This design comes from an exercise in tuning for small area, a short achievable clock period and few clock cycles per item on the open sky130 flow, not from production work. In this exercise RTL edits were held to simulation tests only and were not proved equivalent to the original. Power and IR drop assume default switching activity.

==> flow/design.v (excerpt) <==
module fpadd (
    clk, reset, start,
    a, b,
    sum,
    done
);
    input clk, reset, start;
    input [31:0] a, b;
    output [31:0] sum;
    output done;
    reg        done;
    reg [31:0] sum;
    wire [31:0] res;
    fpadd_comb u_comb (.a(a), .b(b), .y(res));
    always @(posedge clk) begin
        if (reset)
            done <= 1'b0;
        else if (start)
            done <= 1'b1;
        if (start)
            sum <= res;
    end
endmodule
Size in the first run: roughly 2100 cells after synthesis, roughly 33 flip-flops, about 100 I/O pins, ~10000 sq um of cells after synthesis.
==> flow/config.mk <==
export PLATFORM = sky130hd
export DESIGN_NAME = fpadd
export DESIGN_NICKNAME = fpadd
export VERILOG_FILES = /design/flow/design.v
export SDC_FILE = /design/flow/constraint.sdc
export NUM_CORES = 4
export LEC_CHECK = 0
export ABC_AREA = 1
export CAP_MARGIN = 20
export CORE_MARGIN = 2
export CORE_UTILIZATION = 65
export PLACE_DENSITY = 0.8
export SLEW_MARGIN = 20
==> flow/constraint.sdc <==
create_clock -name core_clock -period 8.0 [get_ports {clk}]
set_input_delay 1.6000 -clock core_clock [delete_from_list [all_inputs] [get_ports {clk}]]
set_output_delay 1.6000 -clock core_clock [all_outputs]
set_load 0.01 [all_outputs]
standard.sh (not shown) runs the stock make flow with config.mk's settings and CLKGATE_MAP_FILE= SYNTH_SCRIPT=/design/flow/synth_recipe.tcl, a recipe that flattens the netlist after the stock synthesis.
==> flow/flow/run.sh <==
#!/bin/bash
# The standard layout, with two changes:
# - Yosys's full/half-adder extraction is turned off (ADDER_MAP_FILE empty) so
#   that ABC maps the adders and comparators as plain gates. Synthesis is
#   otherwise the standard one, so the registers keep the standard
#   synthesis's names and cell types.
# - every input and output port still gets a buffer, but a plain buf_2 rather
#   than the default pick (a slow delay buffer).
set -euo pipefail
bash standard.sh ADDER_MAP_FILE= "BUFFER_PORTS_ARGS=-buffer_cell sky130_fd_sc_hd__buf_2" finish > make_finish.log 2>&1
Testbench counts at the start, summed over its fixed seeds: cycles 2,408, items 2,400.
Change:
==> flow/flow/run.sh (replaced) <==
#!/bin/bash
# The standard layout, with Yosys's full/half-adder extraction turned off
# (ADDER_MAP_FILE empty) so that ABC maps the adders and comparators as plain
# gates. Synthesis is otherwise the standard one, so the registers keep the
# standard synthesis's names and cell types.
set -euo pipefail
bash standard.sh ADDER_MAP_FILE= finish > make_finish.log 2>&1
- The new run passed the timing, design-rule and antenna checks
- worst setup slack degrades by 0.12 ns
- global-route usage came out higher by 0.90 points
- sequential share of layout area shrinks by 0.58 points
- via count rose slightly
- clock skew does not change
- routed wire length climbs by a few percent
- cell area grows by a little under a tenth
- non-clock buffer count goes up by 23
- die area does not change
- critical path depth came out lower by 4
Change:
CORE_UTILIZATION = 40   (was 65)
PLACE_DENSITY = 0.6   (was 0.8)
What happened: The changed run went through all stages and came out clean; design area climbs by 10%; core utilization went down by 25 points; first-iteration DRC count is lower by 32%; clock skew is unchanged; non-clock buffer count came out higher by 124; fmax climbs by 1.8%; die area rose by 60%; area after synthesis does not change; routed wire length grows by 17%.
Change:
==> flow/flow/run.sh (replaced) <==
#!/bin/bash
# The standard layout, with two changes:
# - Yosys's full/half-adder extraction is turned off (ADDER_MAP_FILE empty) so
#   that ABC maps the adders and comparators as plain gates. Synthesis is
#   otherwise the standard one, so the registers keep the standard
#   synthesis's names and cell types.
# - every input and output port still gets a buffer, but a plain buf_2 rather
#   than the default pick (a slow delay buffer).
set -euo pipefail
bash standard.sh ADDER_MAP_FILE= "BUFFER_PORTS_ARGS=-buffer_cell sky130_fd_sc_hd__buf_2" finish > make_finish.log 2>&1
CORE_UTILIZATION = 65   (was 40)
PLACE_DENSITY = 0.8   (was 0.6)
SETUP_SLACK_MARGIN = 1.5   (was unset)
Effect: Now the flow never finished: it broke off in global routing (5_1_grt) with GRT-0232; synthesized cell count is unchanged; synthesized area does not change.

---

fpadd, a different RTL version from the one above (not shown whole).
Size: roughly 1700 cells after synthesis, about 8800 µm² of cells after synthesis.
export LEC_CHECK = 0
export ABC_AREA = 1
export CAP_MARGIN = 20
export CORE_MARGIN = 2
export CORE_UTILIZATION = 65
export PLACE_DENSITY = 0.8
export SETUP_SLACK_MARGIN = 1.0
export SLEW_MARGIN = 20
create_clock -name core_clock -period 8.0 [get_ports {clk}]
==> flow/flow/run.sh <==
#!/bin/bash
# The standard layout, with two changes:
# - Yosys's full/half-adder extraction is turned off (ADDER_MAP_FILE empty) so
#   that ABC maps the adders and comparators as plain gates. Synthesis is
#   otherwise the standard one, so the registers keep the standard
#   synthesis's names and cell types.
# - every input and output port still gets a buffer, but a plain buf_2 rather
#   than the default pick (a slow delay buffer).
set -euo pipefail
bash standard.sh ADDER_MAP_FILE= "BUFFER_PORTS_ARGS=-buffer_cell sky130_fd_sc_hd__buf_2" finish > make_finish.log 2>&1
Testbench counts at the start, summed over its fixed seeds: cycles 2,408, items 2,400.
Edit:
- SETUP_SLACK_MARGIN: 1.0 -> not set
Worst hold slack is about the same. Register-to-register slack stays flat. Fmax decreases by a few percent.
Edit:
- SETUP_SLACK_MARGIN: not set -> 0.5
Routed wire length is higher by about 4%.
Final area is higher by about 3.2%.
Clock skew is unchanged.
Sequential share of layout area went down by 0.32 points.
Setup slack improves by 0.33 ns.

---

## pepper
fpadd, a different RTL version from the one above (not shown whole).
Size in the first run: roughly 0.0078 sq mm of cells after synthesis.
## fpadd
module fpadd (
    clk, reset, start,
    a, b,
    sum,
    done
);
    input clk, reset, start;
    input [31:0] a, b;
    output [31:0] sum;
    output done;
    reg        done;
    wire [24:0] R_d;
    wire [7:0]  eL_d;
    wire        sL_d;
    reg  [24:0] R_q;
    reg  [7:0]  eL_q;
    reg         sL_q;
    fpadd_front u_front (.a(a), .b(b), .R(R_d), .eL(eL_d), .sL(sL_d));
    fpadd_back  u_back  (.R(R_q), .eL(eL_q), .sL(sL_q), .y(sum));
    always @(posedge clk) begin
        if (reset)
            done <= 1'b0;
        else if (start)
            done <= 1'b1;
        if (start) begin
            R_q    <= R_d;
            eL_q   <= eL_d;
            sL_q   <= sL_d;
        end
    end
endmodule
export LEC_CHECK = 0
export ABC_AREA = 1
export CAP_MARGIN = 10
export CORE_MARGIN = 2
export CORE_UTILIZATION = 60
export PLACE_DENSITY = 0.75
export SETUP_SLACK_MARGIN = 2.5
export SLEW_MARGIN = 10
create_clock -name core_clock -period 8.0 [get_ports {clk}]
==> flow/flow/run.sh <==
#!/bin/bash
# The standard layout, with two changes:
# - Yosys's full/half-adder extraction is turned off (ADDER_MAP_FILE empty) so
#   that ABC maps the adders and comparators as plain gates. Synthesis is
#   otherwise the standard one, so the registers keep the standard
#   synthesis's names and cell types.
# - every input and output port still gets a buffer, but a plain buf_1 rather
#   than the default pick (a slow delay buffer).
set -euo pipefail
bash standard.sh ADDER_MAP_FILE= "BUFFER_PORTS_ARGS=-buffer_cell sky130_fd_sc_hd__buf_1" finish > make_finish.log 2>&1
pepper completed every stage of the flow, and the final layout passed the timing, design-rule and antenna checks.
Testbench counts of pepper, summed over its fixed seeds: cycles 2,408, items 2,400.
Input changes introduced in maple (baseline for comparison: pepper):
==> flow/flow/run.sh <==
#!/bin/bash
# The standard layout, with two changes:
# - Yosys's full/half-adder extraction is turned off (ADDER_MAP_FILE empty) so
#   that ABC maps the adders and comparators as plain gates. Synthesis is
#   otherwise the standard one, so the registers keep the standard
#   synthesis's names and cell types.
# - every input and output port still gets a buffer, but a plain buf_2 rather
#   than the default pick (a slow delay buffer).
set -euo pipefail
bash standard.sh ADDER_MAP_FILE= "BUFFER_PORTS_ARGS=-buffer_cell sky130_fd_sc_hd__buf_2" finish > make_finish.log 2>&1
--- a/flow/config.mk
+++ b/flow/config.mk
@@ -7,8 +7,8 @@
 export LEC_CHECK = 0
 export ABC_AREA = 1
-export CAP_MARGIN = 10
+export CAP_MARGIN = 20
 export CORE_MARGIN = 2
 export CORE_UTILIZATION = 60
 export PLACE_DENSITY = 0.75
-export SETUP_SLACK_MARGIN = 2.5
-export SLEW_MARGIN = 10
+export SETUP_SLACK_MARGIN = 3.0
+export SLEW_MARGIN = 20
Findings:
maple: it failed during 5_1_grt, and the tool reported GRT-0232. Per-instance average area after synthesis came out exactly the same in pepper and maple. As far as number of buffers inserted during clock tree synthesis goes, maple and pepper are indistinguishable; the numbers are identical. Number of levels the H-tree was split into: maple vs pepper identical. pepper -> maple: number of top-level pins delta 0, exact match. Comparing pepper and maple, the higher total setup buffers inserted after CTS was measured on maple. Re basic-gate share of the synthesized area counting and, or, nand and nor cells: no difference whatsoever between pepper and maple. Post-synthesis mux area share delta (maple -> pepper): insignificant. Post-place instance area, maple vs pepper: up slightly. Estimated wirelength of the detail-placed design, pepper and maple, lower one = pepper. Compared with pepper, maple shows a higher number of gates resized after CTS. maple ends up with a weighted congestion reported at the end of routability-driven placement that is 5.3% higher than in pepper.
> inputs changed (maple -> amber)
--- a/flow/config.mk
+++ b/flow/config.mk
@@ -11,4 +11,4 @@
 export CORE_UTILIZATION = 60
 export PLACE_DENSITY = 0.75
-export SETUP_SLACK_MARGIN = 3.0
+export SETUP_SLACK_MARGIN = 2.5
 export SLEW_MARGIN = 20
[summary]
Number of nets produced by synthesis essentially unchanged between amber and maple.
Changes observed in amber relative to maple: number of placed cells counting well taps held steady, post-cts repair resize count shrank by 86%, minimum setup slack after placement held steady, fraction of synthesized cell area in xor and xnor cells held steady.
Of amber and maple, only amber finishes the flow clean.
amber and maple ended up with nearly the same final weighted congestion in routability-driven placement.
From amber to maple, clock buffer count from CTS did not move at all.
The final reports for amber and maple show number of post-CTS setup repair buffers lower in the former.
Comparing maple against amber, there is no change at all in number of cells produced by synthesis.
Any difference in fraction of synthesis flops using an asynchronous set or reset pin between maple and amber is small enough to ignore.

---

Starting RTL as in the previous note.
==> flow/config.mk <==
export PLATFORM = sky130hd
export DESIGN_NAME = fpadd
export DESIGN_NICKNAME = fpadd
export VERILOG_FILES = /design/flow/design.v
export SDC_FILE = /design/flow/constraint.sdc
export NUM_CORES = 4
export LEC_CHECK = 0
export ABC_AREA = 0
export CAP_MARGIN = 20
export CORE_MARGIN = 2
export CORE_UTILIZATION = 60
export PLACE_DENSITY = 0.75
export SETUP_SLACK_MARGIN = 2.5
export SLEW_MARGIN = 20
==> flow/constraint.sdc <==
create_clock -name core_clock -period 8.0 [get_ports {clk}]
set_input_delay 1.6000 -clock core_clock [delete_from_list [all_inputs] [get_ports {clk}]]
set_output_delay 1.6000 -clock core_clock [all_outputs]
set_load 0.01 [all_outputs]
==> flow/flow/run.sh <==
#!/bin/bash
# The standard layout, with two changes:
# - Yosys's full/half-adder extraction is turned off (ADDER_MAP_FILE empty) so
#   that ABC maps the adders and comparators as plain gates. Synthesis is
#   otherwise the standard one, so the registers keep the standard
#   synthesis's names and cell types.
# - every input and output port still gets a buffer, but a plain buf_1 rather
#   than the default pick (a slow delay buffer).
set -euo pipefail
bash standard.sh ADDER_MAP_FILE= "BUFFER_PORTS_ARGS=-buffer_cell sky130_fd_sc_hd__buf_1" finish > make_finish.log 2>&1
Testbench counts at the start, summed over its fixed seeds: cycles 2,408, items 2,400.
Change:
--- a/flow/flow/run.sh
+++ b/flow/flow/run.sh
@@ -7 +7 @@
-# - every input and output port still gets a buffer, but a plain buf_1 rather
+# - every input and output port still gets a buffer, but a plain buf_2 rather
@@ -10 +10 @@
-bash standard.sh ADDER_MAP_FILE= "BUFFER_PORTS_ARGS=-buffer_cell sky130_fd_sc_hd__buf_1" finish > make_finish.log 2>&1
+bash standard.sh ADDER_MAP_FILE= "BUFFER_PORTS_ARGS=-buffer_cell sky130_fd_sc_hd__buf_2" finish > make_finish.log 2>&1
- ABC_AREA: 0 -> 1
- CORE_UTILIZATION: 60 -> 65
- PLACE_DENSITY: 0.75 -> 0.8
- SETUP_SLACK_MARGIN: 2.5 -> 2.0
The changed run finished with timing, DRC and antenna clean.
Total power came out lower by about 25%.
Via count shrinks by 9.2%.
Core utilization went down by 8.6 points.
Clock skew does not change.
Global-route usage decreases by 7.6 points.
Cell area went down by 22%.
Setup slack gets better by 1700 ps.
Non-clock buffer count goes down by 149.
Change:
==> flow/run.sh (new file) <==
#!/bin/bash
# synth_recipe.tcl (not shown) runs the flow's synth.tcl, then flattens the netlist and writes it again
# the make line also repeats each setting of config.mk as NAME=value (left out here)
make -C /OpenROAD-flow-scripts/flow DESIGN_CONFIG=/design/flow/config.mk WORK_HOME=/design/flow/orfs CLKGATE_MAP_FILE= SYNTH_SCRIPT=/design/flow/synth_recipe.tcl finish
- CORE_UTILIZATION: 65 -> 60
- PLACE_DENSITY: 0.8 -> 0.75
removed: flow/flow/run.sh
removed: flow/standard.sh
What happened: Global-route usage climbs by 1.9 points. Fmax is lower by 16%. Total power rises by 41%. Synthesized cell count came out lower by 13%. Routed wire length grows by 34%. Register-to-register slack is about the same. Via count grows by 4.4%. Worst hold slack barely changes. Sequential share of layout area shrinks by 2.5 points. Utilization went up by 11 points.
Change:
==> flow/flow/run.sh (new file) <==
#!/bin/bash
# The standard layout, with two changes:
# - Yosys's full/half-adder extraction is turned off (ADDER_MAP_FILE empty) so
#   that ABC maps the adders and comparators as plain gates. Synthesis is
#   otherwise the standard one, so the registers keep the standard
#   synthesis's names and cell types.
# - every input and output port still gets a buffer, but a plain buf_1 rather
#   than the default pick (a slow delay buffer).
set -euo pipefail
bash standard.sh ADDER_MAP_FILE= "BUFFER_PORTS_ARGS=-buffer_cell sky130_fd_sc_hd__buf_1" finish > make_finish.log 2>&1
==> flow/standard.sh (new file) <==
#!/bin/bash
# synth_recipe.tcl (not shown) runs the flow's synth.tcl, then flattens the netlist and writes it again
# the make line also repeats each setting of config.mk as NAME=value (left out here)
make -C /OpenROAD-flow-scripts/flow DESIGN_CONFIG=/design/flow/config.mk WORK_HOME=/design/flow/orfs CLKGATE_MAP_FILE= SYNTH_SCRIPT=/design/flow/synth_recipe.tcl "${@:-finish}"
- SETUP_SLACK_MARGIN: 2.0 -> 2.5
removed: flow/run.sh
Clock power is higher by a few percent. Critical path depth is lower by 12. Non-clock buffer count is lower by 51. Sequential power is lower by a little under a tenth.

---

fpadd, a different RTL version from the one above (not shown whole).
Size in the first run: about 36 flip-flops, roughly 8300 µm² of cells after synthesis.
clock: 8.0 ns
lec_check: 0
abc_area: 1
cap_margin: 20
core_margin: 2
core_utilization: 65
place_density: 0.8
slew_margin: 20
==> flow/flow/run.sh <==
#!/bin/bash
# The standard layout, with two changes:
# - Yosys's full/half-adder extraction is turned off (ADDER_MAP_FILE empty) so
#   that ABC maps the adders and comparators as plain gates. Synthesis is
#   otherwise the standard one, so the registers keep the standard
#   synthesis's names and cell types.
# - every input and output port still gets a buffer, but a plain buf_2 rather
#   than the default pick (a slow delay buffer).
set -euo pipefail
bash standard.sh ADDER_MAP_FILE= "BUFFER_PORTS_ARGS=-buffer_cell sky130_fd_sc_hd__buf_2" finish > make_finish.log 2>&1
Testbench counts at the start, summed over its fixed seeds: cycles 2,408, items 2,400.
Then changed:
- CORE_UTILIZATION: 65 -> 60
- PLACE_DENSITY: 0.8 -> 0.75
- SETUP_SLACK_MARGIN: unset -> 2.0
Effect: Clock skew is unchanged; setup slack is better by 1.0 ns; wire length is higher slightly; final cell count is higher slightly; combinational power is about the same; core utilization is lower by 2.7 points; fmax is higher by about a fifth; global-route usage is lower by 3.3 points; flip-flop and latch count stays the same; hold slack is worse by 0.025 ns; non-clock buffer count is higher by 21.

[afterwards: timing with drivers on the ports]
No port has a modelled driver above. Below, the same layouts with a new extraction and two added sets of constraints.
Step 1 assumes that a clkbuf_16 drives the clock port and a buf_2 every other input.
Step 2, shift: input delay + t, output delay - t, t = (earliest + latest rising clock arrival at the registers) / 2. This alone moves slack from input paths to output paths.
Slacks: no drivers / after step 1 / after step 2; pairs: no drivers / after step 1.
run | t (ns) | setup WS [ns] | worst data-port slew with drivers (ns)
the first run of note 1 | 0.322 | 0.363 / 0.380 / 0.058 | 0.04
the second run of note 1 | 0.321 | 0.238 / 0.246 / -0.075 | 0.07
the third run of note 1 | 0.321 | 0.374 / 0.378 / 0.058 | 0.05
the first run of note 2 | 0.339 | 0.817 / 0.841 / 0.502 | 0.03
the second run of note 2 | 0.320 | 0.554 / 0.568 / 0.248 | 0.03
the third run of note 2 | 0.325 | 0.884 / 0.905 / 0.580 | 0.03
pepper | 0.309 | 2.718 / 2.723 / 2.415 | 0.04
amber | 0.314 | 2.678 / 2.683 / 2.369 | 0.05
the first run of note 4 | 0.310 | 0.619 / 0.629 / 0.318 | 0.07
the second run of note 4 | 0.317 | 2.357 / 2.372 / 2.056 | 0.04
the third run of note 4 | 0.340 | 1.313 / 1.318 / 0.978 | 0.07
the fourth run of note 4 | 0.309 | 2.718 / 2.723 / 2.415 | 0.04
the first run of note 5 | 0.320 | 1.219 / 1.184 / 1.000 | 0.04
the second run of note 5 | 0.310 | 2.249 / 2.216 / 2.116 | 0.04
With both steps, setup timing fails in the second run of note 1, where it was met with ideal ports. For the third run of note 4, which loses most, drivers alone change the setup slack by +0.005 ns; drivers and shift together by -0.335 ns.
